This is an optimization exercise on Yosys and OpenROAD, whose aim is small area, a short achievable clock period and few clock cycles, not a production implementation. No functional check of the RTL was part of any run shown here. No activity file was given, so power comes from the tool's default toggle rates.

$ cat flow/design.v
module LMFE ( clk, reset, Din, in_en, busy, out_valid, Dout, mem_cen, mem_wen, mem_addr, mem_d, mem_q);
input   clk;
input   reset;
input   in_en;
output  busy;
output  out_valid;
input   [7:0]  Din;
output  [7:0]  Dout;
output  mem_cen;
output  mem_wen;
output  [9:0]  mem_addr;
output  [7:0]  mem_d;
input   [7:0]  mem_q;
localparam S_PRE = 2'd0, S_RUN = 2'd1, S_FIN = 2'd2;
reg  [1:0]  state;
reg  [14:0] ldpos;       
reg  [2:0]  k;           
reg         busy_r, outv_r, cen_r, wen_r, seldin_r, accf;
reg  [9:0]  addr_r;
reg  [7:0]  din_r, dout_r;
assign busy      = busy_r;
assign out_valid = outv_r;
assign Dout      = dout_r;
assign mem_cen   = cen_r;
assign mem_wen   = wen_r;
assign mem_addr  = addr_r;
assign mem_d     = din_r;
wire [7:0] row6  = ldpos[14:7];
wire [6:0] ldcol = ldpos[6:0];
wire run = (state == S_RUN);
wire pre = (state == S_PRE);
wire [8:0] rr = {1'b0, row6} + {6'b0, k} - 9'd6;
wire rr_ok = ~rr[8] & ~rr[7];
  reg [7:0] P0;
  reg [7:0] P1;
  reg [7:0] P2;
  reg [7:0] P3;
  reg [7:0] P4;
  reg [7:0] P5;
  reg [7:0] P6;
  reg [7:0] P7;
  reg [7:0] P8;
  reg [7:0] P9;
  reg [7:0] P10;
  reg [7:0] P11;
  reg [7:0] P12;
  reg [7:0] P13;
  reg [7:0] P14;
  reg [7:0] P15;
  reg [7:0] P16;
  reg [7:0] P17;
  reg [7:0] P18;
  reg [7:0] P19;
  reg [7:0] P20;
  reg [7:0] P21;
  reg [7:0] P22;
  reg [7:0] P23;
  reg [7:0] P24;
  reg [7:0] P25;
  reg [7:0] P26;
  reg [7:0] P27;
  reg [7:0] P28;
  reg [7:0] P29;
  reg [7:0] P30;
  reg [7:0] P31;
  reg [7:0] P32;
  reg [7:0] P33;
  reg [7:0] P34;
  reg [7:0] P35;
  reg [7:0] P36;
  reg [7:0] P37;
  reg [7:0] P38;
  reg [7:0] P39;
  reg [7:0] P40;
  reg [7:0] P41;
  reg [7:0] P42;
  reg [7:0] P43;
  reg [7:0] P44;
  reg [7:0] P45;
  reg [7:0] P46;
  reg [7:0] P47;
  reg [7:0] P48;
  reg [7:0] P49;
  reg [7:0] P50;
  reg [7:0] P51;
  reg [7:0] P52;
  reg [7:0] P53;
  reg [7:0] P54;
  reg [7:0] P55;
  reg [7:0] P56;
  reg [7:0] P57;
  reg [7:0] P58;
  reg [7:0] P59;
  reg [7:0] P60;
  reg [7:0] P61;
  reg [7:0] P62;
wire [7:0] bus = seldin_r ? (in_en ? Din : 8'd0) : (cen_r ? 8'd0 : mem_q);
reg  [7:0] bus_rot;
always @(*) begin
  case (k)
      3'd0: bus_rot = {bus[7], bus[5], bus[4], bus[3], bus[2], bus[1], bus[0], bus[6]};
      3'd1: bus_rot = {bus[7], bus[1], bus[0], bus[6], bus[5], bus[4], bus[3], bus[2]};
      3'd2: bus_rot = {bus[7], bus[4], bus[3], bus[2], bus[1], bus[0], bus[6], bus[5]};
      3'd3: bus_rot = {bus[7], bus[0], bus[6], bus[5], bus[4], bus[3], bus[2], bus[1]};
      3'd4: bus_rot = {bus[7], bus[3], bus[2], bus[1], bus[0], bus[6], bus[5], bus[4]};
      3'd5: bus_rot = {bus[7], bus[6], bus[5], bus[4], bus[3], bus[2], bus[1], bus[0]};
      3'd6: bus_rot = {bus[7], bus[2], bus[1], bus[0], bus[6], bus[5], bus[4], bus[3]};
    default: bus_rot = bus;
  endcase
end
always @(posedge clk) begin
    P0 <= bus_rot;
    P1 <= P0;
    P2 <= P1;
    P3 <= P2;
    P4 <= P3;
    P5 <= P4;
    P6 <= P5;
    P7 <= P6;
    P8 <= P7;
    P9 <= P8;
    P10 <= P9;
    P11 <= P10;
    P12 <= P11;
    P13 <= P12;
    P14 <= P13;
    P15 <= P14;
    P16 <= P15;
    P17 <= P16;
    P18 <= P17;
    P19 <= P18;
    P20 <= P19;
    P21 <= P20;
    P22 <= P21;
    P23 <= P22;
    P24 <= P23;
    P25 <= P24;
    P26 <= P25;
    P27 <= P26;
    P28 <= P27;
    P29 <= P28;
    P30 <= P29;
    P31 <= P30;
    P32 <= P31;
    P33 <= P32;
    P34 <= P33;
    P35 <= P34;
    P36 <= P35;
    P37 <= P36;
    P38 <= P37;
    P39 <= P38;
    P40 <= P39;
    P41 <= P40;
    P42 <= P41;
    P43 <= P42;
    P44 <= P43;
    P45 <= P44;
    P46 <= P45;
    P47 <= P46;
    P48 <= P47;
    P49 <= P48;
    P50 <= P49;
    P51 <= P50;
    P52 <= P51;
    P53 <= P52;
    P54 <= P53;
    P55 <= P54;
    P56 <= P55;
    P57 <= P56;
    P58 <= P57;
    P59 <= P58;
    P60 <= P59;
    P61 <= P60;
    P62 <= P61;
end
wire [6:0] fcn = ldcol - 7'd3;      
reg  [6:0] colact;                  
reg  [4:0] k0;                      
always @(*) begin
  case (fcn)
    7'd0:   begin colact = 7'b0001111; k0 = 5'd4;  end
    7'd1:   begin colact = 7'b0011111; k0 = 5'd11; end
    7'd2:   begin colact = 7'b0111111; k0 = 5'd18; end
    7'd125: begin colact = 7'b1111110; k0 = 5'd18; end
    7'd126: begin colact = 7'b1111100; k0 = 5'd11; end
    7'd127: begin colact = 7'b1111000; k0 = 5'd4;  end
    default: begin colact = 7'b1111111; k0 = 5'd25; end
  endcase
end
wire [48:0] msb;
  assign msb[0] = P0[7];
  assign msb[1] = P1[7];
  assign msb[2] = P2[7];
  assign msb[3] = P3[7];
  assign msb[4] = P4[7];
  assign msb[5] = P5[7];
  assign msb[6] = P6[7];
  assign msb[7] = P7[7];
  assign msb[8] = P8[7];
  assign msb[9] = P9[7];
  assign msb[10] = P10[7];
  assign msb[11] = P11[7];
  assign msb[12] = P12[7];
  assign msb[13] = P13[7];
  assign msb[14] = P14[7];
  assign msb[15] = P15[7];
  assign msb[16] = P16[7];
  assign msb[17] = P17[7];
  assign msb[18] = P18[7];
  assign msb[19] = P19[7];
  assign msb[20] = P20[7];
  assign msb[21] = P21[7];
  assign msb[22] = P22[7];
  assign msb[23] = P23[7];
  assign msb[24] = P24[7];
  assign msb[25] = P25[7];
  assign msb[26] = P26[7];
  assign msb[27] = P27[7];
  assign msb[28] = P28[7];
  assign msb[29] = P29[7];
  assign msb[30] = P30[7];
  assign msb[31] = P31[7];
  assign msb[32] = P32[7];
  assign msb[33] = P33[7];
  assign msb[34] = P34[7];
  assign msb[35] = P35[7];
  assign msb[36] = P36[7];
  assign msb[37] = P37[7];
  assign msb[38] = P38[7];
  assign msb[39] = P39[7];
  assign msb[40] = P40[7];
  assign msb[41] = P41[7];
  assign msb[42] = P42[7];
  assign msb[43] = P43[7];
  assign msb[44] = P44[7];
  assign msb[45] = P45[7];
  assign msb[46] = P46[7];
  assign msb[47] = P47[7];
  assign msb[48] = P48[7];
reg  [2:0] ccr;                            
reg  [2:0] CC0, CC1, CC2, CC3, CC4, CC5;    
reg  [5:0] sreg;                           
reg  [6:0] colact_n;                      
reg  [4:0] k0_n;
reg  [2:0] ccsel;
always @(*) begin
  case (k)
    3'd1:    ccsel = colact_n[2] ? CC1 : 3'd0;
    3'd2:    ccsel = colact_n[3] ? CC2 : 3'd0;
    3'd3:    ccsel = colact_n[4] ? CC3 : 3'd0;
    3'd4:    ccsel = colact_n[5] ? CC4 : 3'd0;
    3'd5:    ccsel = colact_n[6] ? CC5 : 3'd0;
    3'd6:    ccsel = colact_n[0] ? ccr : 3'd0;
    default: ccsel = 3'd0;
  endcase
end
wire [5:0] sbase = (k == 3'd1) ? (colact_n[1] ? {3'b0, CC0} : 6'd0) : sreg;
wire [5:0] snext = sbase + {3'b0, ccsel};
wire [5:0] sfin  = sreg + {3'b0, colact_n[0] ? ccr : 3'd0};    
always @(posedge clk) begin
  ccr <= ((k == 3'd0) ? 3'd0 : ccr) + {2'b0, ~bus[7]};
  if (k == 3'd0) begin
    CC0 <= ccr; CC1 <= CC0; CC2 <= CC1; CC3 <= CC2; CC4 <= CC3; CC5 <= CC4;
  end
  sreg <= snext;
  if (k == 3'd0) begin
    colact_n <= colact;
    k0_n     <= k0;
  end
end
wire e7 = colact_n[0] & ~msb[0];               
wire [5:0] z7 = sreg + {5'b0, e7};
reg lt0, lt1;
always @(posedge clk) begin
  lt0 <= (sfin < {1'b0, k0_n});
  lt1 <= (sfin < {1'b0, k0_n} - 6'd1);
end
wire d7 = e7 ? lt1 : lt0;                       
wire [5:0] minit = d7 ? (z7 - {1'b0, k0_n}) : (6'd0 - {1'b0, k0_n});
wire [48:0] act;
  assign act[0] = colact_n[0];
  assign act[1] = colact_n[0];
  assign act[2] = colact_n[0];
  assign act[3] = colact_n[0];
  assign act[4] = colact_n[0];
  assign act[5] = colact_n[0];
  assign act[6] = colact_n[0];
  assign act[7] = colact_n[1];
  assign act[8] = colact_n[1];
  assign act[9] = colact_n[1];
  assign act[10] = colact_n[1];
  assign act[11] = colact_n[1];
  assign act[12] = colact_n[1];
  assign act[13] = colact_n[1];
  assign act[14] = colact_n[2];
  assign act[15] = colact_n[2];
  assign act[16] = colact_n[2];
  assign act[17] = colact_n[2];
  assign act[18] = colact_n[2];
  assign act[19] = colact_n[2];
  assign act[20] = colact_n[2];
  assign act[21] = colact_n[3];
  assign act[22] = colact_n[3];
  assign act[23] = colact_n[3];
  assign act[24] = colact_n[3];
  assign act[25] = colact_n[3];
  assign act[26] = colact_n[3];
  assign act[27] = colact_n[3];
  assign act[28] = colact_n[4];
  assign act[29] = colact_n[4];
  assign act[30] = colact_n[4];
  assign act[31] = colact_n[4];
  assign act[32] = colact_n[4];
  assign act[33] = colact_n[4];
  assign act[34] = colact_n[4];
  assign act[35] = colact_n[5];
  assign act[36] = colact_n[5];
  assign act[37] = colact_n[5];
  assign act[38] = colact_n[5];
  assign act[39] = colact_n[5];
  assign act[40] = colact_n[5];
  assign act[41] = colact_n[5];
  assign act[42] = colact_n[6];
  assign act[43] = colact_n[6];
  assign act[44] = colact_n[6];
  assign act[45] = colact_n[6];
  assign act[46] = colact_n[6];
  assign act[47] = colact_n[6];
  assign act[48] = colact_n[6];
wire [48:0] finit = act & ~(msb ^ {49{d7}});
wire init = run & (k == 3'd0);
wire [61:0] tap;
  assign tap[0] = P0[0];
  assign tap[1] = P1[3];
  assign tap[2] = P2[6];
  assign tap[3] = P3[2];
  assign tap[4] = P4[5];
  assign tap[5] = P5[1];
  assign tap[6] = P6[4];
  assign tap[7] = P7[0];
  assign tap[8] = P8[3];
  assign tap[9] = P9[6];
  assign tap[10] = P10[2];
  assign tap[11] = P11[5];
  assign tap[12] = P12[1];
  assign tap[13] = P13[4];
  assign tap[14] = P14[0];
  assign tap[15] = P15[3];
  assign tap[16] = P16[6];
  assign tap[17] = P17[2];
  assign tap[18] = P18[5];
  assign tap[19] = P19[1];
  assign tap[20] = P20[4];
  assign tap[21] = P21[0];
  assign tap[22] = P22[3];
  assign tap[23] = P23[6];
  assign tap[24] = P24[2];
  assign tap[25] = P25[5];
  assign tap[26] = P26[1];
  assign tap[27] = P27[4];
  assign tap[28] = P28[0];
  assign tap[29] = P29[3];
  assign tap[30] = P30[6];
  assign tap[31] = P31[2];
  assign tap[32] = P32[5];
  assign tap[33] = P33[1];
  assign tap[34] = P34[4];
  assign tap[35] = P35[0];
  assign tap[36] = P36[3];
  assign tap[37] = P37[6];
  assign tap[38] = P38[2];
  assign tap[39] = P39[5];
  assign tap[40] = P40[1];
  assign tap[41] = P41[4];
  assign tap[42] = P42[0];
  assign tap[43] = P43[3];
  assign tap[44] = P44[6];
  assign tap[45] = P45[2];
  assign tap[46] = P46[5];
  assign tap[47] = P47[1];
  assign tap[48] = P48[4];
  assign tap[49] = P49[0];
  assign tap[50] = P50[3];
  assign tap[51] = P51[6];
  assign tap[52] = P52[2];
  assign tap[53] = P53[5];
  assign tap[54] = P54[1];
  assign tap[55] = P55[4];
  assign tap[56] = P56[0];
  assign tap[57] = P57[3];
  assign tap[58] = P58[6];
  assign tap[59] = P59[2];
  assign tap[60] = P60[5];
  assign tap[61] = P61[1];
wire [62:0] tapl;
  assign tapl[0] = 1'b0;
  assign tapl[1] = P1[0];
  assign tapl[2] = P2[3];
  assign tapl[3] = P3[6];
  assign tapl[4] = P4[2];
  assign tapl[5] = P5[5];
  assign tapl[6] = P6[1];
  assign tapl[7] = P7[4];
  assign tapl[8] = P8[0];
  assign tapl[9] = P9[3];
  assign tapl[10] = P10[6];
  assign tapl[11] = P11[2];
  assign tapl[12] = P12[5];
  assign tapl[13] = P13[1];
  assign tapl[14] = P14[4];
  assign tapl[15] = P15[0];
  assign tapl[16] = P16[3];
  assign tapl[17] = P17[6];
  assign tapl[18] = P18[2];
  assign tapl[19] = P19[5];
  assign tapl[20] = P20[1];
  assign tapl[21] = P21[4];
  assign tapl[22] = P22[0];
  assign tapl[23] = P23[3];
  assign tapl[24] = P24[6];
  assign tapl[25] = P25[2];
  assign tapl[26] = P26[5];
  assign tapl[27] = P27[1];
  assign tapl[28] = P28[4];
  assign tapl[29] = P29[0];
  assign tapl[30] = P30[3];
  assign tapl[31] = P31[6];
  assign tapl[32] = P32[2];
  assign tapl[33] = P33[5];
  assign tapl[34] = P34[1];
  assign tapl[35] = P35[4];
  assign tapl[36] = P36[0];
  assign tapl[37] = P37[3];
  assign tapl[38] = P38[6];
  assign tapl[39] = P39[2];
  assign tapl[40] = P40[5];
  assign tapl[41] = P41[1];
  assign tapl[42] = P42[4];
  assign tapl[43] = P43[0];
  assign tapl[44] = P44[3];
  assign tapl[45] = P45[6];
  assign tapl[46] = P46[2];
  assign tapl[47] = P47[5];
  assign tapl[48] = P48[1];
  assign tapl[49] = P49[4];
  assign tapl[50] = P50[0];
  assign tapl[51] = P51[3];
  assign tapl[52] = P52[6];
  assign tapl[53] = P53[2];
  assign tapl[54] = P54[5];
  assign tapl[55] = P55[1];
  assign tapl[56] = P56[4];
  assign tapl[57] = P57[0];
  assign tapl[58] = P58[3];
  assign tapl[59] = P59[6];
  assign tapl[60] = P60[2];
  assign tapl[61] = P61[5];
  assign tapl[62] = P62[1];
reg  [62:0] F0;
reg  [5:0] M0;
reg  [6:0] R0;
reg  [62:0] F1;
reg  [5:0] M1;
reg  [6:0] R1;
wire [62:0] Flast = F1;
wire [5:0] mlast = M1;
wire [6:0] Rlast = R1;
wire [61:0] xc = F0[61:0] & ~tap;
wire [6:0] y;
wire [5:0] mfirst = M0;
  wire c0_1;
  wire c0_2;
  assign c0_1 = xc[0] ^ xc[1] ^ xc[2];
  assign c0_2 = (xc[0] & xc[1]) | (xc[0] & xc[2]) | (xc[1] & xc[2]);
  wire c0_3;
  wire c0_4;
  assign c0_3 = xc[3] ^ xc[4] ^ xc[5];
  assign c0_4 = (xc[3] & xc[4]) | (xc[3] & xc[5]) | (xc[4] & xc[5]);
  wire c0_5;
  wire c0_6;
  assign c0_5 = xc[6] ^ xc[7] ^ xc[8];
  assign c0_6 = (xc[6] & xc[7]) | (xc[6] & xc[8]) | (xc[7] & xc[8]);
  wire c0_7;
  wire c0_8;
  assign c0_7 = xc[9] ^ xc[10] ^ xc[11];
  assign c0_8 = (xc[9] & xc[10]) | (xc[9] & xc[11]) | (xc[10] & xc[11]);
  wire c0_9;
  wire c0_10;
  assign c0_9 = xc[12] ^ xc[13] ^ xc[14];
  assign c0_10 = (xc[12] & xc[13]) | (xc[12] & xc[14]) | (xc[13] & xc[14]);
  wire c0_11;
  wire c0_12;
  assign c0_11 = xc[15] ^ xc[16] ^ xc[17];
  assign c0_12 = (xc[15] & xc[16]) | (xc[15] & xc[17]) | (xc[16] & xc[17]);
  wire c0_13;
  wire c0_14;
  assign c0_13 = xc[18] ^ xc[19] ^ xc[20];
  assign c0_14 = (xc[18] & xc[19]) | (xc[18] & xc[20]) | (xc[19] & xc[20]);
  wire c0_15;
  wire c0_16;
  assign c0_15 = xc[21] ^ xc[22] ^ xc[23];
  assign c0_16 = (xc[21] & xc[22]) | (xc[21] & xc[23]) | (xc[22] & xc[23]);
  wire c0_17;
  wire c0_18;
  assign c0_17 = xc[24] ^ xc[25] ^ xc[26];
  assign c0_18 = (xc[24] & xc[25]) | (xc[24] & xc[26]) | (xc[25] & xc[26]);
  wire c0_19;
  wire c0_20;
  assign c0_19 = xc[27] ^ xc[28] ^ xc[29];
  assign c0_20 = (xc[27] & xc[28]) | (xc[27] & xc[29]) | (xc[28] & xc[29]);
  wire c0_21;
  wire c0_22;
  assign c0_21 = xc[30] ^ xc[31] ^ xc[32];
  assign c0_22 = (xc[30] & xc[31]) | (xc[30] & xc[32]) | (xc[31] & xc[32]);
  wire c0_23;
  wire c0_24;
  assign c0_23 = xc[33] ^ xc[34] ^ xc[35];
  assign c0_24 = (xc[33] & xc[34]) | (xc[33] & xc[35]) | (xc[34] & xc[35]);
  wire c0_25;
  wire c0_26;
  assign c0_25 = xc[36] ^ xc[37] ^ xc[38];
  assign c0_26 = (xc[36] & xc[37]) | (xc[36] & xc[38]) | (xc[37] & xc[38]);
  wire c0_27;
  wire c0_28;
  assign c0_27 = xc[39] ^ xc[40] ^ xc[41];
  assign c0_28 = (xc[39] & xc[40]) | (xc[39] & xc[41]) | (xc[40] & xc[41]);
  wire c0_29;
  wire c0_30;
  assign c0_29 = xc[42] ^ xc[43] ^ xc[44];
  assign c0_30 = (xc[42] & xc[43]) | (xc[42] & xc[44]) | (xc[43] & xc[44]);
  wire c0_31;
  wire c0_32;
  assign c0_31 = xc[45] ^ xc[46] ^ xc[47];
  assign c0_32 = (xc[45] & xc[46]) | (xc[45] & xc[47]) | (xc[46] & xc[47]);
  wire c0_33;
  wire c0_34;
  assign c0_33 = xc[48] ^ xc[49] ^ xc[50];
  assign c0_34 = (xc[48] & xc[49]) | (xc[48] & xc[50]) | (xc[49] & xc[50]);
  wire c0_35;
  wire c0_36;
  assign c0_35 = xc[51] ^ xc[52] ^ xc[53];
  assign c0_36 = (xc[51] & xc[52]) | (xc[51] & xc[53]) | (xc[52] & xc[53]);
  wire c0_37;
  wire c0_38;
  assign c0_37 = xc[54] ^ xc[55] ^ xc[56];
  assign c0_38 = (xc[54] & xc[55]) | (xc[54] & xc[56]) | (xc[55] & xc[56]);
  wire c0_39;
  wire c0_40;
  assign c0_39 = xc[57] ^ xc[58] ^ xc[59];
  assign c0_40 = (xc[57] & xc[58]) | (xc[57] & xc[59]) | (xc[58] & xc[59]);
  wire c0_41;
  wire c0_42;
  assign c0_41 = xc[60] ^ xc[61] ^ mfirst[0];
  assign c0_42 = (xc[60] & xc[61]) | (xc[60] & mfirst[0]) | (xc[61] & mfirst[0]);
  wire c0_43;
  wire c0_44;
  assign c0_43 = c0_1 ^ c0_3 ^ c0_5;
  assign c0_44 = (c0_1 & c0_3) | (c0_1 & c0_5) | (c0_3 & c0_5);
  wire c0_45;
  wire c0_46;
  assign c0_45 = c0_7 ^ c0_9 ^ c0_11;
  assign c0_46 = (c0_7 & c0_9) | (c0_7 & c0_11) | (c0_9 & c0_11);
  wire c0_47;
  wire c0_48;
  assign c0_47 = c0_13 ^ c0_15 ^ c0_17;
  assign c0_48 = (c0_13 & c0_15) | (c0_13 & c0_17) | (c0_15 & c0_17);
  wire c0_49;
  wire c0_50;
  assign c0_49 = c0_19 ^ c0_21 ^ c0_23;
  assign c0_50 = (c0_19 & c0_21) | (c0_19 & c0_23) | (c0_21 & c0_23);
  wire c0_51;
  wire c0_52;
  assign c0_51 = c0_25 ^ c0_27 ^ c0_29;
  assign c0_52 = (c0_25 & c0_27) | (c0_25 & c0_29) | (c0_27 & c0_29);
  wire c0_53;
  wire c0_54;
  assign c0_53 = c0_31 ^ c0_33 ^ c0_35;
  assign c0_54 = (c0_31 & c0_33) | (c0_31 & c0_35) | (c0_33 & c0_35);
  wire c0_55;
  wire c0_56;
  assign c0_55 = c0_37 ^ c0_39 ^ c0_41;
  assign c0_56 = (c0_37 & c0_39) | (c0_37 & c0_41) | (c0_39 & c0_41);
  wire c0_57;
  wire c0_58;
  assign c0_57 = c0_2 ^ c0_4 ^ c0_6;
  assign c0_58 = (c0_2 & c0_4) | (c0_2 & c0_6) | (c0_4 & c0_6);
  wire c0_59;
  wire c0_60;
  assign c0_59 = c0_8 ^ c0_10 ^ c0_12;
  assign c0_60 = (c0_8 & c0_10) | (c0_8 & c0_12) | (c0_10 & c0_12);
  wire c0_61;
  wire c0_62;
  assign c0_61 = c0_14 ^ c0_16 ^ c0_18;
  assign c0_62 = (c0_14 & c0_16) | (c0_14 & c0_18) | (c0_16 & c0_18);
  wire c0_63;
  wire c0_64;
  assign c0_63 = c0_20 ^ c0_22 ^ c0_24;
  assign c0_64 = (c0_20 & c0_22) | (c0_20 & c0_24) | (c0_22 & c0_24);
  wire c0_65;
  wire c0_66;
  assign c0_65 = c0_26 ^ c0_28 ^ c0_30;
  assign c0_66 = (c0_26 & c0_28) | (c0_26 & c0_30) | (c0_28 & c0_30);
  wire c0_67;
  wire c0_68;
  assign c0_67 = c0_32 ^ c0_34 ^ c0_36;
  assign c0_68 = (c0_32 & c0_34) | (c0_32 & c0_36) | (c0_34 & c0_36);
  wire c0_69;
  wire c0_70;
  assign c0_69 = c0_38 ^ c0_40 ^ c0_42;
  assign c0_70 = (c0_38 & c0_40) | (c0_38 & c0_42) | (c0_40 & c0_42);
  wire c0_71;
  wire c0_72;
  assign c0_71 = c0_43 ^ c0_45 ^ c0_47;
  assign c0_72 = (c0_43 & c0_45) | (c0_43 & c0_47) | (c0_45 & c0_47);
  wire c0_73;
  wire c0_74;
  assign c0_73 = c0_49 ^ c0_51 ^ c0_53;
  assign c0_74 = (c0_49 & c0_51) | (c0_49 & c0_53) | (c0_51 & c0_53);
  wire c0_75;
  wire c0_76;
  assign c0_75 = c0_44 ^ c0_46 ^ c0_48;
  assign c0_76 = (c0_44 & c0_46) | (c0_44 & c0_48) | (c0_46 & c0_48);
  wire c0_77;
  wire c0_78;
  assign c0_77 = c0_50 ^ c0_52 ^ c0_54;
  assign c0_78 = (c0_50 & c0_52) | (c0_50 & c0_54) | (c0_52 & c0_54);
  wire c0_79;
  wire c0_80;
  assign c0_79 = c0_56 ^ c0_57 ^ c0_59;
  assign c0_80 = (c0_56 & c0_57) | (c0_56 & c0_59) | (c0_57 & c0_59);
  wire c0_81;
  wire c0_82;
  assign c0_81 = c0_61 ^ c0_63 ^ c0_65;
  assign c0_82 = (c0_61 & c0_63) | (c0_61 & c0_65) | (c0_63 & c0_65);
  wire c0_83;
  wire c0_84;
  assign c0_83 = c0_67 ^ c0_69 ^ mfirst[1];
  assign c0_84 = (c0_67 & c0_69) | (c0_67 & mfirst[1]) | (c0_69 & mfirst[1]);
  wire c0_85;
  wire c0_86;
  assign c0_85 = c0_58 ^ c0_60 ^ c0_62;
  assign c0_86 = (c0_58 & c0_60) | (c0_58 & c0_62) | (c0_60 & c0_62);
  wire c0_87;
  wire c0_88;
  assign c0_87 = c0_64 ^ c0_66 ^ c0_68;
  assign c0_88 = (c0_64 & c0_66) | (c0_64 & c0_68) | (c0_66 & c0_68);
  wire c0_89;
  wire c0_90;
  assign c0_89 = c0_70 ^ mfirst[2];
  assign c0_90 = c0_70 & mfirst[2];
  wire c0_91;
  wire c0_92;
  assign c0_91 = c0_71 ^ c0_73 ^ c0_55;
  assign c0_92 = (c0_71 & c0_73) | (c0_71 & c0_55) | (c0_73 & c0_55);
  wire c0_93;
  wire c0_94;
  assign c0_93 = c0_72 ^ c0_74 ^ c0_75;
  assign c0_94 = (c0_72 & c0_74) | (c0_72 & c0_75) | (c0_74 & c0_75);
  wire c0_95;
  wire c0_96;
  assign c0_95 = c0_77 ^ c0_79 ^ c0_81;
  assign c0_96 = (c0_77 & c0_79) | (c0_77 & c0_81) | (c0_79 & c0_81);
  wire c0_97;
  wire c0_98;
  assign c0_97 = c0_76 ^ c0_78 ^ c0_80;
  assign c0_98 = (c0_76 & c0_78) | (c0_76 & c0_80) | (c0_78 & c0_80);
  wire c0_99;
  wire c0_100;
  assign c0_99 = c0_82 ^ c0_84 ^ c0_85;
  assign c0_100 = (c0_82 & c0_84) | (c0_82 & c0_85) | (c0_84 & c0_85);
  wire c0_101;
  wire c0_102;
  assign c0_101 = c0_87 ^ c0_89;
  assign c0_102 = c0_87 & c0_89;
  wire c0_103;
  wire c0_104;
  assign c0_103 = c0_86 ^ c0_88 ^ c0_90;
  assign c0_104 = (c0_86 & c0_88) | (c0_86 & c0_90) | (c0_88 & c0_90);
  wire c0_105;
  wire c0_106;
  assign c0_105 = c0_92 ^ c0_93 ^ c0_95;
  assign c0_106 = (c0_92 & c0_93) | (c0_92 & c0_95) | (c0_93 & c0_95);
  wire c0_107;
  wire c0_108;
  assign c0_107 = c0_94 ^ c0_96 ^ c0_97;
  assign c0_108 = (c0_94 & c0_96) | (c0_94 & c0_97) | (c0_96 & c0_97);
  wire c0_109;
  wire c0_110;
  assign c0_109 = c0_99 ^ c0_101;
  assign c0_110 = c0_99 & c0_101;
  wire c0_111;
  wire c0_112;
  assign c0_111 = c0_98 ^ c0_100 ^ c0_102;
  assign c0_112 = (c0_98 & c0_100) | (c0_98 & c0_102) | (c0_100 & c0_102);
  wire c0_113;
  wire c0_114;
  assign c0_113 = c0_103 ^ mfirst[3];
  assign c0_114 = c0_103 & mfirst[3];
  reg [14:0] pr0;
  always @(posedge clk) pr0 <= {mfirst[5], mfirst[4], c0_104, c0_114, c0_112, c0_113, c0_111, c0_110, c0_108, c0_109, c0_107, c0_106, c0_83, c0_105, c0_91};
  wire cz_1;
  wire cz_2;
  assign cz_1 = pr0[3] ^ pr0[4] ^ pr0[5];
  assign cz_2 = (pr0[3] & pr0[4]) | (pr0[3] & pr0[5]) | (pr0[4] & pr0[5]);
  wire cz_3;
  wire cz_4;
  assign cz_3 = pr0[6] ^ pr0[7] ^ pr0[8];
  assign cz_4 = (pr0[6] & pr0[7]) | (pr0[6] & pr0[8]) | (pr0[7] & pr0[8]);
  wire cz_5;
  wire cz_6;
  assign cz_5 = pr0[10] ^ pr0[11] ^ pr0[12];
  assign cz_6 = (pr0[10] & pr0[11]) | (pr0[10] & pr0[12]) | (pr0[11] & pr0[12]);
  wire cz_7;
  wire cz_8;
  assign cz_7 = cz_2 ^ cz_3 ^ pr0[9];
  assign cz_8 = (cz_2 & cz_3) | (cz_2 & pr0[9]) | (cz_3 & pr0[9]);
  wire cz_9;
  wire cz_10;
  assign cz_9 = cz_4 ^ cz_5 ^ pr0[13];
  assign cz_10 = (cz_4 & cz_5) | (cz_4 & pr0[13]) | (cz_5 & pr0[13]);
  wire cz_11;
  wire cz_12;
  assign cz_11 = cz_10 ^ cz_6 ^ pr0[14];
  assign cz_12 = (cz_10 & cz_6) | (cz_10 & pr0[14]) | (cz_6 & pr0[14]);
  wire [6:0] ya = {cz_12, cz_11, cz_8, cz_7, cz_1, pr0[1], pr0[0]};
  wire [6:0] yb = {1'b0, 1'b0, cz_9, 1'b0, 1'b0, pr0[2], 1'b0};
  wire [6:0] kg0 = ya & yb;
  wire [6:0] kp0 = ya ^ yb;
  wire [6:0] kg1, kp1;
  assign kg1[0] = kg0[0];
  assign kp1[0] = kp0[0];
  assign kg1[1] = kg0[1] | (kp0[1] & kg0[0]);
  assign kp1[1] = kp0[1] & kp0[0];
  assign kg1[2] = kg0[2] | (kp0[2] & kg0[1]);
  assign kp1[2] = kp0[2] & kp0[1];
  assign kg1[3] = kg0[3] | (kp0[3] & kg0[2]);
  assign kp1[3] = kp0[3] & kp0[2];
  assign kg1[4] = kg0[4] | (kp0[4] & kg0[3]);
  assign kp1[4] = kp0[4] & kp0[3];
  assign kg1[5] = kg0[5] | (kp0[5] & kg0[4]);
  assign kp1[5] = kp0[5] & kp0[4];
  assign kg1[6] = kg0[6] | (kp0[6] & kg0[5]);
  assign kp1[6] = kp0[6] & kp0[5];
  wire [6:0] kg2, kp2;
  assign kg2[0] = kg1[0];
  assign kp2[0] = kp1[0];
  assign kg2[1] = kg1[1];
  assign kp2[1] = kp1[1];
  assign kg2[2] = kg1[2] | (kp1[2] & kg1[0]);
  assign kp2[2] = kp1[2] & kp1[0];
  assign kg2[3] = kg1[3] | (kp1[3] & kg1[1]);
  assign kp2[3] = kp1[3] & kp1[1];
  assign kg2[4] = kg1[4] | (kp1[4] & kg1[2]);
  assign kp2[4] = kp1[4] & kp1[2];
  assign kg2[5] = kg1[5] | (kp1[5] & kg1[3]);
  assign kp2[5] = kp1[5] & kp1[3];
  assign kg2[6] = kg1[6] | (kp1[6] & kg1[4]);
  assign kp2[6] = kp1[6] & kp1[4];
  wire [6:0] kg3, kp3;
  assign kg3[0] = kg2[0];
  assign kp3[0] = kp2[0];
  assign kg3[1] = kg2[1];
  assign kp3[1] = kp2[1];
  assign kg3[2] = kg2[2];
  assign kp3[2] = kp2[2];
  assign kg3[3] = kg2[3];
  assign kp3[3] = kp2[3];
  assign kg3[4] = kg2[4] | (kp2[4] & kg2[0]);
  assign kp3[4] = kp2[4] & kp2[0];
  assign kg3[5] = kg2[5] | (kp2[5] & kg2[1]);
  assign kp3[5] = kp2[5] & kp2[1];
  assign kg3[6] = kg2[6] | (kp2[6] & kg2[2]);
  assign kp3[6] = kp2[6] & kp2[2];
  assign y = kp0 ^ {kg3[5:0], 1'b0};
wire d = ~y[6];
wire [62:0] Fu1 = Flast & tapl;
wire [62:0] Fu0 = Flast & ~tapl;
wire [62:0] Fi  = {{(63-50){1'b0}}, finit, 1'b0};
always @(posedge clk) begin
  F1 <= {F0[61:0], 1'b0};
  M1 <= M0;
  R1 <= R0;
  F0 <= d ? (init ? Fi : {Fu1[61:0], 1'b0}) : (init ? Fi : {Fu0[61:0], 1'b0});
  if (init) begin
    M0 <= minit;
    R0 <= {6'b0, d7};
  end else begin
    M0 <= d ? y[5:0] : mlast;
    R0 <= {Rlast[5:0], d};
  end
  dout_r <= {Rlast, d};    
end
always @(posedge clk or posedge reset) begin
  if (reset) begin
    state    <= S_PRE;
    ldpos    <= 15'd0;
    k        <= 3'd0;
    busy_r   <= 1'b0;
    outv_r   <= 1'b0;
    cen_r    <= 1'b1;
    wen_r    <= 1'b1;
    seldin_r <= 1'b0;
  end else begin
    outv_r   <= 1'b0;
    seldin_r <= 1'b0;
    case (state)
      S_PRE: begin
        busy_r <= 1'b0;
        cen_r  <= ~in_en;
        wen_r  <= 1'b0;
        if (in_en) begin
          ldpos <= ldpos + 15'd1;
          if (ldpos == 15'd383) begin
            state    <= S_RUN;
            k        <= 3'd0;
            seldin_r <= 1'b1;
          end
        end
      end
      S_RUN: begin
        k        <= (k == 3'd6) ? 3'd0 : k + 3'd1;
        busy_r   <= ~((k == 3'd6) && (ldpos < 15'd16383));
        seldin_r <= (k == 3'd6);
        if (k == 3'd6) begin
          cen_r <= ~accf;
          wen_r <= 1'b0;
          ldpos <= ldpos + 15'd1;
        end else begin
          cen_r <= ~rr_ok;
          wen_r <= 1'b1;
        end
        if (k == 3'd0) begin
          outv_r <= (ldpos >= 15'd390);
          if (ldpos == 15'd16773) state <= S_FIN;
        end
      end
      default: begin
        busy_r <= 1'b1;
        cen_r  <= 1'b1;
        wen_r  <= 1'b1;
      end
    endcase
  end
end
always @(posedge clk) begin
  if ((pre || (run && k == 3'd0)) && in_en) din_r <= Din;
  if (run && k == 3'd0) accf <= in_en;
  if (pre || (run && k == 3'd6)) addr_r <= ldpos[9:0];
  else if (run) addr_r <= {rr[2:0], ldcol};
end
endmodule
$ cat flow/flow/run.sh
#!/bin/bash
# The standard layout (the standard.sh, unchanged synthesis script and
# settings from config.mk), with two changes to how cells are chosen:
# - ADDER_MAP_FILE is empty, so ORFS's synth.tcl skips extract_fa and ABC maps
#   the adder trees from plain gates (faster than sky130 fa_1 cells);
# - every input and output port still gets its own buffer, but a buf_4
#   instead of the clkdlybuf4s50_1 delay cell buffer_ports picks by default.
# Registers are unaffected.
set -euo pipefail
export ADDER_MAP_FILE=
export BUFFER_PORTS_ARGS="-buffer_cell sky130_fd_sc_hd__buf_4"
bash standard.sh > standard.log 2>&1
$ cat flow/standard.sh
#!/bin/bash
# synth_recipe.tcl (not shown) runs the flow's synth.tcl, then flattens the netlist and writes it again
# the make line also repeats each setting of config.mk as NAME=value (left out here)
make -C /OpenROAD-flow-scripts/flow DESIGN_CONFIG=/design/flow/config.mk WORK_HOME=/design/flow/orfs CLKGATE_MAP_FILE= SYNTH_SCRIPT=/design/flow/synth_recipe.tcl "${@:-finish}"
$ cat flow/config.mk
export PLATFORM = sky130hd
export DESIGN_NAME = LMFE
export DESIGN_NICKNAME = LMFE
export VERILOG_FILES = /design/flow/design.v
export SDC_FILE = /design/flow/constraint.sdc
export NUM_CORES = 4
export LEC_CHECK = 0
export CAP_MARGIN = 20
export CORE_MARGIN = 2
export CORE_UTILIZATION = 40
export CTS_BUF_LIST = sky130_fd_sc_hd__clkbuf_16
export CTS_CLUSTER_DIAMETER = 60
export CTS_CLUSTER_SIZE = 30
export SETUP_SLACK_MARGIN = 3.4
export SLEW_MARGIN = 20
$ cat flow/constraint.sdc
create_clock -name core_clock -period 6.0 [get_ports {clk}]
set_input_delay 1.2000 -clock core_clock [delete_from_list [all_inputs] [get_ports {clk}]]
set_output_delay 1.2000 -clock core_clock [all_outputs]
set_load 0.01 [all_outputs]
==> results of run 1 <==
==> logic make-up after synthesis <==
family	count (synthesis)
buffers and inverters	78
muxes	12
and+or+nand+nor	337
AOI/OAI and AO/OA	193
DFF	717
adders and majority gates	57
xor gates and xnor gates	265
==> power by group through the flow <==
stage	logic [mW]	clock network (mW)	registers, mW
2_1_floorplan	0.414	0	5.23
6_report	0.537	3.01	5.18
3_3_place_gp	0.515	0	5.29
4_1_cts	0.533	3.11	5.19
3_5_place_dp	0.522	0	5.29
5_1_grt	0.594	3.27	5.22
==> timing repair <==
| item | in CTS | in global routing |
|---|---|---|
| buffers inserted | 27 | 14 |
| pin swaps | 52 | 35 |
| gates cloned | 6 | 2 |
| endpoints found under the setup margin | 107 | 77 |
| gates resized for setup | 108 | 75 |
==> through the flow <==
| step | setup WS (ns) | util [%] | power [mW] | hold WS, ns | area (um^2) |
|---|---|---|---|---|---|
| 6_report | 3.16 | 47.4 | 8.73 | 0.325 | 25000 |
| 5_1_grt | 3.04 | 47.4 | 9.08 | 0.324 | 25000 |
| 4_1_cts | 3.20 | 46.6 | 8.83 | 0.323 | 24600 |
| 3_5_place_dp | 2.02 | 42.6 | 5.81 | 0.312 | 22500 |
| 3_3_place_gp | 2.10 | 42.6 | 5.80 | 0.310 | 22500 |
| 2_1_floorplan | 3.37 | - | 5.64 | 0.310 | 21400 |
==> state kept, by name (all words and copies together), names as in the netlist, 10 cells and up <==
register	flops
F1	59
F0	61
addr_r	10
pr0	14
ldpos	15
==> per-layer routing <==
metal,track usage (%),part of all wire [%],vias to the layer above
met5,0,0,-
met4,5.08,2.8,0
met3,2.43,4.6,63
met2,22.9,48,218
met1,17.0,44,5453
li1,-,-,5704
==> final timing paths <==
path                       slack (ns)     from  endpoint
min                              0.32    P2[2]     P3[2]
max reg2reg                      3.16  pr0[12]    F0[60]
min reg2reg                      0.32    P2[2]     P3[2]
max                              3.16  pr0[12]    F0[60]
max in group asynchronous        4.91    reset     cen_r
min in group asynchronous        0.58    reset  ldpos[7]
==> layout by cell type, fill, tap and decap left out, types with 7 or more instances in the layout <==
cell	instances
and3_1	18
dfxtp_2	16
xor2_1	46
o21ai_1	8
xnor2_2	40
xnor2_1	160
edfxtp_1	47
maj3_1	39
buf_4	81
a21oi_1	36
nor2b_4	7
o21ai_0	32
nand2b_1	9
nor2_1	46
nor3_1	8
nand2_1	115
clkbuf_16	41
nand3_1	20
and2_1	17
a31oi_1	9
nor2b_2	23
nor2b_1	37
dfxtp_1	629
inv_1	19
dfrtp_1	20
o22ai_1	52
mux2i_1	11
maj3_2	18
==> final cells by class <==
| type | count | area (um^2) |
|---|---|---|
| Tap cell | 688 | 861 |
| Multi-Input combinational cell | 864 | 6710 |
| Inverter | 23 | 100 |
| Timing Repair inverter | 1 | 5.00 |
| Timing Repair Buffer | 102 | 1010 |
| Clock buffer | 39 | 976 |
| Fill cell | 4690 | 27800 |
| Sequential cell | 717 | 15000 |
| Clock inverter | 29 | 354 |
==> key figures, run 1 <==
Clock tree
  – Cts hold-fix bufs: 0
  – Clock Latency Late Sink: between 0.5 and 0.6 ns
  – CTS tree: yes
  – CTS root buf: clkbuf_16
  – H-tree levels: 2
  – CTS buffer count: 39
  – Clock slew at reported path FFs: roughly 0.1 ns
  – Clock buffer depth: 3
  – CTS Sinks: 717

Outcome
  – Outcome: timing/DRC/antenna clean

Synth
  – Number of synthesized flops with an enable pin: 47
  – Post-synthesis compound-gate area fraction: 5.67%
  – Post-Synth Adder-Cell Area: 2.67%
  – Post-synthesis mux area share: less than 1%
  – Prevailing post-synth register cell: dfxtp_1
  – Yosys top cell area share: between 60% and 70%
  – Combinational family with the most area after synthesis: XOR/XNOR gates
  – Async SR Flop Fraction: under 10%
  – Yosys warnings: 1
  – Commonest cells post-synth: 645 x dfxtp_1, 200 x xnor2_1, 117 x nand2_1, 67 x nor2b_1, 56 x maj3_1
  – Synth top area cells: dfxtp_1 60%, xnor2_1 8.2%, edfxtp_1 6.6%
  – Cells after Synth: 1659
  – Flip-flop and latch count after synthesis: ~720
  – Most frequent cell after synthesis: dfxtp_1
  – Synth cell types: 66
  – Synth area leader: dfxtp_1
  – Xor/xnor cell area share of the yosys netlist: a little under an eighth
  – Seq/Total Area, Yosys: approximately 70%
  – Synth Area in Simple Gates: 7.85%
  – Mapped Area: 0.0214 mm^2
  – Mean Syn Cell Area: 12.9 um^2
  – Synthesized net count: between 1500 and 2000

Floorplanning
  – CORE AREA: 0.0528 mm^2
  – Initial core utilization: 40.6%
  – Die H: between 200 and 250 um
  – Die Wd: 235 um
  – FP Rows: between 80 and 90
  – Ports: 49
  – Die area: 0.0554 mm^2

Setup path
  – Worst-path maximum fanout: 6
  – Worst path max stage delay: 0.45 ns
  – Worst setup EP type: register
  – Crit-path slowest cell: xnor3_2
  – Stages on worst setup path: 12
  – Setup CP Type: reg2reg
  – CP top delay family: XOR/XNOR gates
  – Buf/Inv on CP: 3
  – Arrival time at the worst endpoint: 3.32 ns
  – Reg2reg path depth: 12
  – CP required: roughly 6.5 ns
  – CP Launch Type: register
  – CP cell instances: xnor3_2 > xnor3_1 > nor2_1 > a221o_1 > and2_4 > nor3_1 > nor3_4 > buf_6 > buf_12 > buf_16 > xor2_1 > and3_1

Timing
  – Setup repair after global routing missed its margin: yes
  – Slew Viols, Final: 0
  – Worst rel slew slack: around 50%
  – Final Setup Violations: 0
  – Max Clk Rate: 352 MHz
  – Clock skew: 0.0231 ns
  – Setup TNS: 0 ns
  – Fin crit share: 47.3%
  – Worst slew pin tran: 0.748 ns
  – Post-route minimum period: 2.84 ns
  – Final hold vios: 0

Place
  – Hpwl dp: around 23 mm
  – # port buffers: 48
  – Placed insts: 2345
  – GP Congestion: 0.802

Pwr
  – Pwr Density: between 300 and 400 mW/mm^2
  – Clk pwr share: between 30 and 40%
  – VDD IR max: around 0.23 mV
  – Switching Share: 23.6%
  – Logic pwr share: 6.2%
  – Internal power: roughly 6.7 mW
  – Net Sw Power: 2.06 mW
  – Seq pwr share: 59.4%
  – Pleak: 9.59 nW

GRT
  – GRT Total Usage: 13.4%
  – Initial antenna violation count: 2
  – Largest net degree at the start of global routing: 77
  – Number of global-route vias before repair: 11426
  – Gr ovfl total: 0
  – First-pass GRT wire length: 59.6 mm

Final layout
  – Nets: about 1800
  – Final non-filler cell total: 2463
  – Area overhead of the layout relative to synthesis: 16.7%
  – Share of cells above drive strength 1: about 18%
  – ANT cells: 0

Detailed routing
  – Drt wl/cell: 15.2 um
  – Initial DRC count: around 540
  – Routed Antenna Nets: 0
  – Drc violations: 0
  – Via count: 11438
  – Pre-antenna DRT Iters: 8
  – Via-per-instance ratio: between 4 and 5
  – DRT Wirelength: around 37 mm

Min path
  – HP Class: reg2reg
  – Hold Path Stages: 0

Job
  – Max Cap Viol: 0
==> run 2, diff against run 1 <==
==> flow/flow/run.sh (replaced) <==
#!/bin/bash
# The standard layout (the standard.sh, unchanged synthesis script and
# settings from config.mk), except that Yosys does not extract full-adder
# cells: with ADDER_MAP_FILE empty, ORFS's synth.tcl skips extract_fa, so ABC
# maps the adder trees from plain gates (faster than sky130 fa_1 cells).
# Registers are unaffected.
set -euo pipefail
export ADDER_MAP_FILE=
bash standard.sh > standard.log 2>&1
--- a/flow/config.mk
+++ b/flow/config.mk
@@ -12,4 +12,4 @@
 export CTS_CLUSTER_DIAMETER = 60
 export CTS_CLUSTER_SIZE = 30
-export SETUP_SLACK_MARGIN = 3.4
+export SETUP_SLACK_MARGIN = 3.3
 export SLEW_MARGIN = 20
==> key figures, run 2 <==
Outcome
  – Outcome: timing/DRC/antenna clean

Timing
  – Max Clk Rate: 348 MHz
  – Post-route minimum period: approximately 2.9 ns
  – Slew Viols, Final: 0
  – Setup repair after global routing missed its margin: yes
  – Final Setup Violations: 0
  – Worst rel slew slack: 33.9%
  – Worst slew pin tran: 0.972 ns
  – Setup TNS: 0 ns
  – Final hold vios: 0
  – Clock skew: 0.0303 ns
  – Fin crit share: a little under half

Final layout
  – Most frequent cells in the layout: 640 x dfxtp_1, 185 x xnor2_1, 117 x nand2_1
  – Commonest non-fill, non-tap cell in the layout: dfxtp_1
  – Nets: 1763
  – Final non-filler cell total: 2459
  – Max FFs per register: 61
  – Largest Register: F0
  – Biggest regs: F0 (61), F1 (59), ldpos (15)
  – Area overhead of the layout relative to synthesis: 16.1%
  – Share of cells above drive strength 1: 11.0%

Clock tree
  – H-tree levels: 2
  – CTS root buf: clkbuf_16
  – CTS Sinks: just over 700
  – CTS buffer count: 39
  – Clock slew at reported path FFs: between 0.1 and 0.15 ns
  – Clock Latency Late Sink: around 0.6 ns
  – Cts hold-fix bufs: 0
  – CTS tree: yes
  – Clock buffer depth: 3

Min path
  – Hold Path Stages: 0
  – Worst Hold End: P33[3]
  – Min-delay src: P32[3]
  – HP Class: reg2reg

Synth
  – Flip-flop and latch count after synthesis: just over 700
  – Mean Syn Cell Area: between 10 and 15 um^2
  – Synth cell types: 66
  – Commonest cells post-synth: 645 x dfxtp_1, 200 x xnor2_1, 117 x nand2_1, 67 x nor2b_1, 56 x maj3_1
  – Prevailing post-synth register cell: dfxtp_1
  – Synth top area cells: dfxtp_1 60%, xnor2_1 8.2%, edfxtp_1 6.6%
  – Most frequent cell after synthesis: dfxtp_1
  – Yosys warnings: 1
  – Mapped Area: 0.0214 mm^2
  – Number of synthesized flops with an enable pin: 47
  – Cells after Synth: 1659
  – Yosys top cell area share: 60.2%
  – Synth area leader: dfxtp_1
  – Async SR Flop Fraction: 3.49%
  – Synthesized net count: 1678
  – Seq/Total Area, Yosys: 69.8%

Pwr
  – Pleak: around 9.6 nW
  – VDD IR max: 0.223 mV
  – Tot Pwr: 8.82 mW
  – Pwr Density: about 350 mW/mm^2

Detailed routing
  – Initial DRC count: 512
  – Via-per-instance ratio: ~4.6
  – Via count: 11301
  – Drt wl/cell: 15.0 um
  – Drc violations: 0
  – Pre-antenna DRT Iters: 5
  – DRT Wirelength: 36.8 mm
  – Routed Antenna Nets: 0

Setup path
  – Reg2reg setup slack: 3.12 ns
  – Worst path max stage delay: 0.43 ns
  – Worst-path maximum fanout: 9
  – CP required: 6.53 ns
  – FF-to-FF End: F0[54]
  – Crit-path slowest cell: xnor3_2
  – Worst setup EP type: register
  – Reg2reg path depth: 11
  – CP cell instances: xnor3_2 > xnor3_1 > nor2_1 > a221o_1 > and2_4 > and3_4 > nor3_4 > buf_12 > bufbuf_16 > xor2_1 > and3_1
  – Setup CP Type: reg2reg
  – CP Launch Type: register
  – RR Startpoint: pr0[12]
  – Arrival time at the worst endpoint: 3.40 ns

Place
  – Hpwl dp: 23.3 mm
  – # port buffers: 48
  – GP Congestion: 0.776
  – Placed insts: between 2000 and 2500

GRT
  – Grt peak-use layer: met2
  – Met2 Usage GRT: a little under a quarter
  – Initial antenna violation count: 2
  – GRT Total Usage: 13.3%
  – Number of global-route vias before repair: 11304
  – GR Util met3: 3.00%
  – Met1 Usage GRT: about 17%
  – Gr ovfl total: 0
  – Largest net degree at the start of global routing: 78
  – First-pass GRT wire length: a little under 60 mm

Floorplanning
  – Die area: 0.0554 mm^2
  – CORE AREA: 0.0528 mm^2
  – FP Rows: 84
  – Initial core utilization: between 40% and 50%
  – Die Wd: 235 um
  – Die H: 235 um
  – Ports: 49

Job
  – Max Cap Viol: 0
-- run 2: kinds of logic (layout without fill, tap and decap cells) --
| logic type | after synthesis | count (layout) | synth area share (%) |
|---|---|---|---|
| flops | 717 | 717 | 69.8 |
| simple gates | 337 | 337 | 7.85 |
| xor+xnor | 265 | 265 | 11.9 |
| compound gates | 193 | 193 | 5.67 |
| buf+inv | 78 | 188 | 1.58 |
| fa+ha+maj | 57 | 57 | 2.67 |
| mux | 12 | 13 | 0.560 |
| other cells | 0 | 1 | 0 |
-- run 2: how the worst max path moves through the flow --
stage	from	to	slack (ns)	depth (start not counted)
2_1_floorplan	pr0[11]	M0[3]	3.33	11
3_3_place_gp	k[1]	F0[45]	1.98	8
3_5_place_dp	k[1]	F0[47]	1.87	8
4_1_cts	pr0[12]	F0[4]	3.12	11
5_1_grt	pr0[12]	F0[57]	3.00	11
6_report	pr0[12]	F0[54]	3.12	11
-- run 2: where the power goes --
part	internal, mW	switching (mW)
Combinational	0.281	0.278
Sequential	5.03	0.154
Clock	1.38	1.70
Total	6.69	2.13
-- run 2: final cells by class --
class | instances | area, um^2
Clock buffer | 41 | 1030
Multi-Input combinational cell | 865 | 6440
Tap cell | 688 | 861
Inverter | 23 | 108
Fill cell | 4705 | 27900
Timing Repair Buffer | 98 | 1120
Sequential cell | 717 | 15000
Antenna cell | 1 | 2.50
Clock inverter | 26 | 355
-- run 2: per-stage QoR --
stage                     setup WS [ns]  util, %  hold slack (ns)  cell area, um^2
after floorplan                    3.33        -            0.310            21400
after global placement             1.98     42.8            0.310            22600
after detailed placement           1.87     42.8            0.312            22600
after CTS                          3.12     46.5            0.316            24600
after global routing               3.00     47.2            0.307            24900
final                              3.12     47.2            0.315            24900
-- run 2: critical path: cells and delay by family (launching register included) --
kind | cells | cell delay [ns]
AO/OA/AOI/OAI | 1 | 0.33
XOR/XNOR | 3 | 0.89
buffers and inverters | 2 | 0.49
flip-flops | 1 | 0.34
AND/OR/NAND/NOR | 5 | 0.77
-- run 2: timing repair --
| item | CTS | global route |
|---|---|---|
| setup buffers | 25 | 11 |
| gates resized for setup | 58 | 66 |
| cloned | 8 | 0 |
| pin swaps | 16 | 18 |
| setup endpoints to repair | 109 | 94 |
-- run 2: layer usage --
layer  vias to the layer above  wire length [um]
li1                       5696                 -
met4                         0               828
met3                        63              1710
met2                       211             17400
met5                         -                 0
met1                      5331             16800
==> run 3, diff against run 2 <==
--- a/flow/design.v
+++ b/flow/design.v
@@ -239,29 +239,41 @@
   assign msb[48] = P48[7];
 reg  [2:0] ccr;                            
-reg  [2:0] CC0, CC1, CC2, CC3, CC4, CC5;    
 reg  [5:0] sreg;                           
 reg  [6:0] colact_n;                      
 reg  [4:0] k0_n;
-reg  [2:0] ccsel;
+reg  [6:0] cmsb;
+integer ci;
+always @(*) begin
+  for (ci = 0; ci < 7; ci = ci + 1) begin
+    case (k)
+      3'd1:    cmsb[ci] = msb[1 + ci];
+      3'd2:    cmsb[ci] = msb[9 + ci];
+      3'd3:    cmsb[ci] = msb[17 + ci];
+      3'd4:    cmsb[ci] = msb[25 + ci];
+      3'd5:    cmsb[ci] = msb[33 + ci];
+      default: cmsb[ci] = msb[41 + ci];
+    endcase
+  end
+end
+wire [2:0] ccol = {2'b0, ~cmsb[0]} + {2'b0, ~cmsb[1]} + {2'b0, ~cmsb[2]} + {2'b0, ~cmsb[3]} +
+                  {2'b0, ~cmsb[4]} + {2'b0, ~cmsb[5]} + {2'b0, ~cmsb[6]};
+reg        cact;
 always @(*) begin
   case (k)
-    3'd1:    ccsel = colact_n[2] ? CC1 : 3'd0;
-    3'd2:    ccsel = colact_n[3] ? CC2 : 3'd0;
-    3'd3:    ccsel = colact_n[4] ? CC3 : 3'd0;
-    3'd4:    ccsel = colact_n[5] ? CC4 : 3'd0;
-    3'd5:    ccsel = colact_n[6] ? CC5 : 3'd0;
-    3'd6:    ccsel = colact_n[0] ? ccr : 3'd0;
-    default: ccsel = 3'd0;
+    3'd1:    cact = colact_n[1];
+    3'd2:    cact = colact_n[2];
+    3'd3:    cact = colact_n[3];
+    3'd4:    cact = colact_n[4];
+    3'd5:    cact = colact_n[5];
+    default: cact = colact_n[6];
   endcase
 end
-wire [5:0] sbase = (k == 3'd1) ? (colact_n[1] ? {3'b0, CC0} : 6'd0) : sreg;
+wire [2:0] ccsel = cact ? ccol : 3'd0;
+wire [5:0] sbase = (k == 3'd1) ? 6'd0 : sreg;
 wire [5:0] snext = sbase + {3'b0, ccsel};
-wire [5:0] sfin  = sreg + {3'b0, colact_n[0] ? ccr : 3'd0};    
+wire [5:0] sfin  = snext + {3'b0, colact_n[0] ? ccr : 3'd0};    
 always @(posedge clk) begin
   ccr <= ((k == 3'd0) ? 3'd0 : ccr) + {2'b0, ~bus[7]};
-  if (k == 3'd0) begin
-    CC0 <= ccr; CC1 <= CC0; CC2 <= CC1; CC3 <= CC2; CC4 <= CC3; CC5 <= CC4;
-  end
-  sreg <= snext;
+  sreg <= (k == 3'd6) ? sfin : snext;
   if (k == 3'd0) begin
     colact_n <= colact;
@@ -725,52 +737,5 @@
   wire [6:0] ya = {cz_12, cz_11, cz_8, cz_7, cz_1, pr0[1], pr0[0]};
   wire [6:0] yb = {1'b0, 1'b0, cz_9, 1'b0, 1'b0, pr0[2], 1'b0};
-  wire [6:0] kg0 = ya & yb;
-  wire [6:0] kp0 = ya ^ yb;
-  wire [6:0] kg1, kp1;
-  assign kg1[0] = kg0[0];
-  assign kp1[0] = kp0[0];
-  assign kg1[1] = kg0[1] | (kp0[1] & kg0[0]);
-  assign kp1[1] = kp0[1] & kp0[0];
-  assign kg1[2] = kg0[2] | (kp0[2] & kg0[1]);
-  assign kp1[2] = kp0[2] & kp0[1];
-  assign kg1[3] = kg0[3] | (kp0[3] & kg0[2]);
-  assign kp1[3] = kp0[3] & kp0[2];
-  assign kg1[4] = kg0[4] | (kp0[4] & kg0[3]);
-  assign kp1[4] = kp0[4] & kp0[3];
-  assign kg1[5] = kg0[5] | (kp0[5] & kg0[4]);
-  assign kp1[5] = kp0[5] & kp0[4];
-  assign kg1[6] = kg0[6] | (kp0[6] & kg0[5]);
-  assign kp1[6] = kp0[6] & kp0[5];
-  wire [6:0] kg2, kp2;
-  assign kg2[0] = kg1[0];
-  assign kp2[0] = kp1[0];
-  assign kg2[1] = kg1[1];
-  assign kp2[1] = kp1[1];
-  assign kg2[2] = kg1[2] | (kp1[2] & kg1[0]);
-  assign kp2[2] = kp1[2] & kp1[0];
-  assign kg2[3] = kg1[3] | (kp1[3] & kg1[1]);
-  assign kp2[3] = kp1[3] & kp1[1];
-  assign kg2[4] = kg1[4] | (kp1[4] & kg1[2]);
-  assign kp2[4] = kp1[4] & kp1[2];
-  assign kg2[5] = kg1[5] | (kp1[5] & kg1[3]);
-  assign kp2[5] = kp1[5] & kp1[3];
-  assign kg2[6] = kg1[6] | (kp1[6] & kg1[4]);
-  assign kp2[6] = kp1[6] & kp1[4];
-  wire [6:0] kg3, kp3;
-  assign kg3[0] = kg2[0];
-  assign kp3[0] = kp2[0];
-  assign kg3[1] = kg2[1];
-  assign kp3[1] = kp2[1];
-  assign kg3[2] = kg2[2];
-  assign kp3[2] = kp2[2];
-  assign kg3[3] = kg2[3];
-  assign kp3[3] = kp2[3];
-  assign kg3[4] = kg2[4] | (kp2[4] & kg2[0]);
-  assign kp3[4] = kp2[4] & kp2[0];
-  assign kg3[5] = kg2[5] | (kp2[5] & kg2[1]);
-  assign kp3[5] = kp2[5] & kp2[1];
-  assign kg3[6] = kg2[6] | (kp2[6] & kg2[2]);
-  assign kp3[6] = kp2[6] & kp2[2];
-  assign y = kp0 ^ {kg3[5:0], 1'b0};
+  assign y = ya + yb;
 wire d = ~y[6];
 wire [62:0] Fu1 = Flast & tapl;
@@ -847,5 +812,5 @@
   if (run && k == 3'd0) accf <= in_en;
   if (pre || (run && k == 3'd6)) addr_r <= ldpos[9:0];
-  else if (run) addr_r <= {rr[2:0], ldcol};
+  else addr_r <= {rr[2:0], ldcol};
 end
 endmodule
--- a/flow/config.mk
+++ b/flow/config.mk
@@ -12,4 +12,4 @@
 export CTS_CLUSTER_DIAMETER = 60
 export CTS_CLUSTER_SIZE = 30
-export SETUP_SLACK_MARGIN = 3.3
+export SETUP_SLACK_MARGIN = 3.1
 export SLEW_MARGIN = 20
==> key figures, run 3 <==
Synth
  – Number of synthesized flops with an enable pin: 19
  – Yosys top cell area share: 60.7%
  – Yosys warnings: 1
  – Synthesized net count: 1808
  – Cells after Synth: 1789
  – Synth area leader: dfxtp_1
  – Prevailing post-synth register cell: dfxtp_1
  – Synth top area cells: dfxtp_1 61%, xnor2_1 9.5%, dfrtp_1 2.7%
  – Most frequent cell after synthesis: dfxtp_1
  – Async SR Flop Fraction: 3.58%
  – Seq/Total Area, Yosys: around 66%
  – Synth cell types: 87
  – Mean Syn Cell Area: 12.1 um^2
  – Flip-flop and latch count after synthesis: between 600 and 700
  – Mapped Area: 0.0216 mm^2
  – Commonest cells post-synth: 655 x dfxtp_1, 234 x xnor2_1, 88 x o21ai_0, 86 x nand2_1, 84 x nor2_1

Final layout
  – Area overhead of the layout relative to synthesis: 20.6%
  – Max FFs per register: 61
  – Most frequent cells in the layout: 653 x dfxtp_1, 177 x xnor2_1, 79 x nand2_1
  – Nets: 1916
  – Multi-input logic area: 0.00790 mm^2
  – Post-route cell area: 0.0261 mm^2
  – Filler cell count: 4750
  – Share of cells above drive strength 1: about 16%
  – Biggest regs: F0 (61), F1 (59), ldpos (15)
  – Sequential cell area: 0.0143 mm^2
  – Largest Register: F0
  – Commonest non-fill, non-tap cell in the layout: dfxtp_1

Place
  – # port buffers: between 40 and 50
  – Hpwl dp: 28.0 mm
  – GP Congestion: 0.844
  – Pre-CTS setup slack: 0.762 ns
  – Cell Area, Placed: 0.0228 mm^2

Setup path
  – Arrival time at the worst endpoint: 5.02 ns
  – Worst setup EP type: register
  – CP cell instances: buf_6 > a22o_1 > a221o_1 > o22a_1 > o211ai_1 > nand2_1 > xnor2_1 > maj3_2 > mux2i_4 > buf_4 > a21oi_2 > nor3_1 > or3_1 > a31oi_2 > xnor2_1 > maj3_2 > o31ai_2 > a21oi_1
  – Setup CP Type: reg2reg
  – CP top delay family: compound AO/OA/AOI/OAI gates
  – Worst-path maximum fanout: 7
  – Worst path max stage delay: roughly 0.53 ns
  – Buf/Inv on CP: 2
  – CP Launch Type: register
  – Crit-path slowest cell: dfrtp_4
  – CP required: 6.46 ns

GRT
  – Initial antenna violation count: 0
  – Number of global-route vias before repair: roughly 12000
  – First-pass GRT wire length: 67.6 mm
  – Largest net degree at the start of global routing: 76
  – GRT Total Usage: 15.2%
  – Gr ovfl total: 0

Clock tree
  – Clock Latency Late Sink: approximately 0.60 ns
  – Clock slew at reported path FFs: 0.11 ns
  – CTS root buf: clkbuf_16
  – CTS tree: yes
  – CTS buffer count: 40
  – Clock buffer depth: 3
  – Cts hold-fix bufs: 0
  – CTS Sinks: 699
  – H-tree levels: 2

Detailed routing
  – Via count: 12487
  – Drc violations: 0
  – DRT Wirelength: 43.2 mm
  – Via-per-instance ratio: 4.76
  – Drt wl/cell: 16.5 um
  – Routed Antenna Nets: 0
  – Pre-antenna DRT Iters: 5
  – Initial DRC count: 762

Floorplanning
  – Die Wd: 236 um
  – Ports: 49
  – Die H: around 240 um
  – Initial core utilization: approximately 40%
  – CORE AREA: 0.0536 mm^2
  – Die area: 0.0559 mm^2
  – FP Rows: between 80 and 90

Timing
  – Max Clk Rate: roughly 220 MHz
  – Clock skew: 0.0320 ns
  – Final Setup Violations: 0
  – Worst rel slew slack: 34.6%
  – Setup TNS: 0 ns
  – Worst hold slack: 0.305 ns
  – Worst slew pin tran: 0.981 ns
  – Final hold vios: 0
  – Fin crit share: 75.9%
  – Setup repair after global routing missed its margin: yes
  – Fin worst setup slack: 1.45 ns
  – Post-route minimum period: 4.55 ns
  – Slew Viols, Final: 0

Pwr
  – Pwr Density: 365 mW/mm^2
  – VDD IR max: 0.263 mV
  – Clk pwr share: 33.6%
  – Net Sw Power: 2.56 mW
  – Logic pwr share: roughly 13%
  – Switching Share: approximately 27%
  – Internal power: a little under 7 mW
  – Pleak: about 10 nW
  – Seq pwr share: 53.9%

Min path
  – HP Class: reg2reg

Outcome
  – Outcome: timing/DRC/antenna clean

Job
  – Max Cap Viol: 0
run 3: cell types whose count changed in the layout (fill, tap and decap cells not counted), moves of 11 or more:
cell	previous run	this run
o21ai_1	2	44
nor2b_2	14	1
dfxtp_1	640	653
xnor2_2	15	52
clkdlybuf4s50_1	29	47
nand2_1	117	79
edfxtp_1	47	19
nand3_1	21	56
o22ai_1	52	4
buf_6	1	12
nor2b_1	50	71
nor2_1	48	78
a21oi_1	37	48
run 3: timing repair:
| action | CTS | global route |
|---|---|---|
| gates cloned | 4 | 4 |
| gates resized for setup | 90 | 132 |
| setup endpoints to repair | 91 | 82 |
| pin swaps | 38 | 70 |
| buffers inserted | 39 | 23 |
run 3: power groups by stage:
stage               clock, mW  combinational (mW)  sequential, mW
finish                   3.19                1.19            5.12
detailed placement          0                1.03            5.23
global placement            0                1.02            5.22
floorplan                   0               0.813            5.13
global route             3.47                1.30            5.16
CTS                      3.29                1.13            5.12
run 3: final cells by class:
| cell class | count | share of cell area (%) |
|---|---|---|
| Timing Repair Buffer | 122 | 5.21 |
| Inverter | 29 | 0.461 |
| Sequential cell | 699 | 54.9 |
| Clock inverter | 29 | 1.78 |
| Multi-Input combinational cell | 1005 | 30.3 |
| Clock buffer | 41 | 3.94 |
| Antenna cell | 1 | 0.00960 |
| Tap cell | 696 | 3.34 |
run 3: per-layer routing:
layer,track usage [%],up-vias,share of wire [%]
met5,0,-,0
li1,-,6187,-
met2,25.5,190,47
met1,20.1,6034,46
met3,2.38,76,3.6
met4,4.78,0,2.8
run 3: logic make-up after synthesis:
family	after synthesis	synth area share, %
mux	25	1.31
xor+xnor	285	11.9
flops	699	66.2
fa+ha+maj	51	2.39
buf+inv	85	1.61
simple gates	404	9.53
compound gates	240	7.01
run 3: metrics by stage:
| step | power, mW | utilization [%] | std cells |
|---|---|---|---|
| after global routing | 9.93 | 48.6 | 2621 |
| after floorplan | 5.94 | - | 1789 |
| after global placement | 6.23 | 42.6 | 2481 |
| after detailed placement | 6.26 | 42.6 | 2481 |
| final | 9.51 | 48.6 | 2622 |
| after CTS | 9.54 | 46.9 | 2594 |
run 3: final timing paths:
kind | startpoint | to | slack, ns | cells after the start
worst max-delay path | k[2] | lt0 | 1.45 | 18
worst min-delay path | P0[3] | P1[3] | 0.30 | 0
worst max register to register | k[2] | lt0 | 1.45 | 18
worst min register to register | P0[3] | P1[3] | 0.30 | 0
max in group asynchronous | reset | k[2] | 4.49 | 2
min in group asynchronous | reset | ldpos[10] | 0.99 | 2

==> afterwards: timing with drivers on the ports <==
How much do the figures lean on ideal ports? The routed layouts below were timed once more, with nothing changed but the port constraints. Step 1 assumes that a clkbuf_16 drives the clock port and a buf_2 every other input. Step 2, shift: input delay + t, output delay - t, t = (earliest + latest rising clock arrival at the registers) / 2. This alone moves slack from input paths to output paths. Three values: ideal ports, drivers, drivers and shift; two values: the first two.
run | t, ns | slack for setup (ns) | slew at the worst register clock pin (ns) | worst data-port slew with drivers (ns)
run 1 | 0.630 | 3.162 / 3.162 / 3.104 | 0.10 / 0.10 | 0.03
run 2 | 0.627 | 3.123 / 3.123 / 3.123 | 0.11 / 0.11 | 0.04
run 3 | 0.643 | 1.447 / 1.447 / 1.447 | 0.11 / 0.11 | 0.03
After both steps setup and hold are still met in every run listed. The setup slack of run 1, which loses most, moves by 0.000 ns with the drivers and by -0.058 ns with both steps.
